This is an optimization exercise on Yosys and OpenROAD, whose aim is small area and a short achievable clock period, not a production implementation.
In this exercise RTL edits were held to simulation tests only and were not proved equivalent to the original.
Power is estimated from default activity; no workload was simulated.

## lightHashDES
module lightHashDES(
    input              clk,
    input              M_valid,
    input              rst_n,
    input      [7:0]   M,
    input     [63:0]   input_length,
    output reg         hash_ready,
    output     [31:0]  digest
);
    reg        busy;
    reg [63:0] counter;
    reg        a_t, b_t, c_t;  
    reg  [6:0] f;              
    wire [63:0] counter_d;
    wire start = !busy && M_valid;
    wire z1;
    wire z2;
    wire z3;
    wire z4;
    wire z5;
    wire z6;
    wire z7;
    wire z8;
    wire z9;
    wire z10;
    wire z11;
    wire z12;
    wire z13;
    wire z14;
    wire z15;
    wire z16;
    wire z17;
    wire z18;
    wire z19;
    wire z20;
    wire z21;
    wire z22;
    wire z23;
    wire z24;
    wire z25;
    wire z26;
    wire z27;
    wire z28;
    wire z29;
    wire z30;
    wire z31;
    wire z32;
    wire z33;
    wire z34;
    wire z35;
    wire z36;
    wire z37;
    wire z38;
    wire z39;
    wire z40;
    wire z41;
    wire z42;
    wire z43;
    wire z44;
    wire z45;
    wire z46;
    wire z47;
    wire z48;
    wire z49;
    wire z50;
    wire z51;
    wire z52;
    wire z53;
    wire z54;
    wire z55;
    wire z56;
    wire z57;
    wire z58;
    wire z59;
    wire z60;
    wire z61;
    wire z62;
    wire z63;
    wire zi64;
    wire z65;
    wire z66;
    wire z67;
    wire z68;
    wire z69;
    wire z70;
    wire z71;
    wire z72;
    wire z73;
    wire z74;
    wire z75;
    wire z76;
    wire z77;
    wire z78;
    wire z79;
    wire zi80;
    wire z81;
    wire z82;
    wire z83;
    wire z84;
    wire z85;
    wire z86;
    wire z87;
    wire z88;
    wire z89;
    wire z90;
    wire z91;
    wire z92;
    wire z93;
    wire zi94;
    wire z95;
    wire zi96;
    wire z97;
    wire z98;
    wire z99;
    wire z100;
    wire z101;
    wire z102;
    wire zi103;
    wire z104;
    wire zg105;
    wire zi106;
    wire z107;
    wire zi108;
    wire z109;
    wire z110;
    wire zg111;
    wire z112;
    wire z113;
    wire zi114;
    wire z115;
    wire zg116;
    wire zi117;
    wire z118;
    wire z119;
    wire zi120;
    wire z121;
    wire zg122;
    wire zi123;
    wire z124;
    wire zi125;
    wire z126;
  ...
For scale: about 570 cells after synthesis, ~76 flip-flops, about 110 I/O pins, roughly 4200 sq um of cells after synthesis.
==> flow/config.mk <==
export PLATFORM = sky130hd
export DESIGN_NAME = lightHashDES
export DESIGN_NICKNAME = lightHashDES
export VERILOG_FILES = /design/flow/design.v
export SDC_FILE = /design/flow/constraint.sdc
export NUM_CORES = 4
export LEC_CHECK = 0
export CAP_MARGIN = 20
export CORE_MARGIN = 2
export CORE_UTILIZATION = 40
export CTS_CLUSTER_DIAMETER = 100
export CTS_CLUSTER_SIZE = 30
export SETUP_SLACK_MARGIN = 1.6
export SLEW_MARGIN = 20
export SYNTH_HIERARCHICAL = 1
==> flow/constraint.sdc <==
create_clock -name core_clock -period 3.3 [get_ports {clk}]
set_input_delay 0.6600 -clock core_clock [delete_from_list [all_inputs] [get_ports {clk}]]
set_output_delay 0.6600 -clock core_clock [all_outputs]
set_load 0.01 [all_outputs]
standard.sh (not shown) runs the stock make flow with config.mk's settings and CLKGATE_MAP_FILE= SYNTH_SCRIPT=/design/flow/synth_recipe.tcl, a recipe that flattens the netlist after the stock synthesis.
==> flow/flow/run.sh <==
#!/bin/bash
cp standard.sh standard.sh.txt
export BUFFER_PORTS_ARGS="-buffer_cell sky130_fd_sc_hd__buf_1"
bash standard.sh > standard.log 2>&1
The first run ran to the end with no violations.
Next try:
--- a/flow/config.mk
+++ b/flow/config.mk
@@ -10,3 +10 @@
-export CORE_UTILIZATION = 40
-export CTS_CLUSTER_DIAMETER = 100
-export CTS_CLUSTER_SIZE = 30
+export CORE_UTILIZATION = 50
The changed run finished with timing, DRC and antenna clean; routed wire length is higher by 0.54%; flip-flop and latch count does not change; design area went up by 0.37%; clock skew grows by 0.0084 ns; total power hardly moves; clock power went down by 3.3%; worst hold slack hardly moves; final cell count came out lower by 3.6%; worst setup slack is worse by 0.0068 ns; die area drops by 19%.

========
## job 679
Another version of the RTL of lightHashDES (not shown whole).
Size in the first run: roughly 580 cells after synthesis, about 110 I/O pins, roughly 4500 µm² of cells after synthesis.
make LEC_CHECK=0 ABC_CLOCK_PERIOD_IN_PS=1400 CAP_MARGIN=20 CORE_MARGIN=2 CORE_UTILIZATION=40 SETUP_SLACK_MARGIN=1.6 SLEW_MARGIN=20 finish   # period 3.3 ns
run.sh (not shown) runs the stock make flow with config.mk's settings and CLKGATE_MAP_FILE= SYNTH_SCRIPT=/design/flow/synth_recipe.tcl, a recipe that flattens the netlist after the stock synthesis.
Stock flow here: none of the scripts above is used.
The inputs of job 9959 differ from those of job 679 as listed below.
==> flow/flow/run.sh (new file) <==
#!/bin/bash
cp standard.sh standard.sh.txt
export BUFFER_PORTS_ARGS="-buffer_cell sky130_fd_sc_hd__buf_1"
bash standard.sh > standard.log 2>&1
==> flow/standard.sh (new file) <==
#!/bin/bash
# synth_recipe.tcl (not shown) runs the flow's synth.tcl, then flattens the netlist and writes it again
# the make line also repeats each setting of config.mk as NAME=value (left out here)
make -C /OpenROAD-flow-scripts/flow DESIGN_CONFIG=/design/flow/config.mk WORK_HOME=/design/flow/orfs CLKGATE_MAP_FILE= SYNTH_SCRIPT=/design/flow/synth_recipe.tcl "${@:-finish}"
removed: flow/run.sh
==> comparison <==
The final layouts of job 9959 and job 679 pass the timing, design-rule and antenna checks. Of job 9959 and job 679, the run reporting the higher share of total power in combinational logic was job 679. Lower largest net degree at the start of global routing was reported by job 679, not job 9959. Final area (lower): job 9959. Arrival time of data at the critical path endpoint: job 9959 < job 679. Taking job 679 over job 9959, the layout filler cell count ratio works out to 0.937. Cmp job 9959 vs job 679: routed wire length on met2 lower in job 9959.
### job 9959 -> job 2987
Settings: a change of SETUP_SLACK_MARGIN from 1.6 to 1.9.
==> flow/run.sh (new file) <==
#!/bin/bash
# synth_recipe.tcl (not shown) runs the flow's synth.tcl, then flattens the netlist and writes it again
# the make line also repeats each setting of config.mk as NAME=value (left out here)
make -C /OpenROAD-flow-scripts/flow DESIGN_CONFIG=/design/flow/config.mk WORK_HOME=/design/flow/orfs CLKGATE_MAP_FILE= SYNTH_SCRIPT=/design/flow/synth_recipe.tcl finish
removed: flow/flow/run.sh
removed: flow/standard.sh
Findings:
Taking job 2987 as 1.0, job 9959 lands at 0.914 on sum of net half-perimeters after detailed placement.
Changes observed in job 2987 relative to job 9959: total of plain and repair buffers excluding clock buffers now sits higher; post-layout total power now sits higher; register area now sits higher; first-pass GRT wire length now sits higher; final hold slack now sits higher.
When job 2987 is measured against job 9959, its delay contributed by the slowest stage of the critical path turns out 40 ps lower.

[what the ideal ports hide]
No port has a modelled driver above. Below, the same layouts with a new extraction and two added sets of constraints. Step 1 (the two cells are an assumption about what drives the block):
set clk [get_ports {clk}]
set_driving_cell -lib_cell sky130_fd_sc_hd__clkbuf_16 $clk
set_driving_cell -lib_cell sky130_fd_sc_hd__buf_2 [delete_from_list [all_inputs] $clk]
Step 2 also shifts input and output timing later by t, the mid clock arrival at the registers, as if the neighbouring blocks saw the same clock. Three values: ideal, step 1, step 2; two values: the first two.
| run | t, ns | slack for setup (ns) | worst hold slack (ns) |
|---|---|---|---|
| the first run of note 1 | 0.384 | 1.687 / 1.661 / 1.318 | 0.073 / 0.067 / 0.426 |
| the second run of note 1 | 0.373 | 1.680 / 1.670 / 1.332 | 0.074 / 0.069 / 0.423 |
| job 679 | 0.378 | 0.499 / 0.499 / 0.499 | 0.406 / 0.406 / 0.406 |
| job 9959 | 0.371 | 0.502 / 0.502 / 0.502 | 0.111 / 0.103 / 0.404 |
| job 2987 | 0.379 | 0.521 / 0.521 / 0.521 | 0.476 / 0.471 / 0.516 |
After both steps setup and hold are still met in every run listed. For the first run of note 1, which loses most, drivers alone change the setup slack by -0.026 ns; drivers and shift together by -0.369 ns.
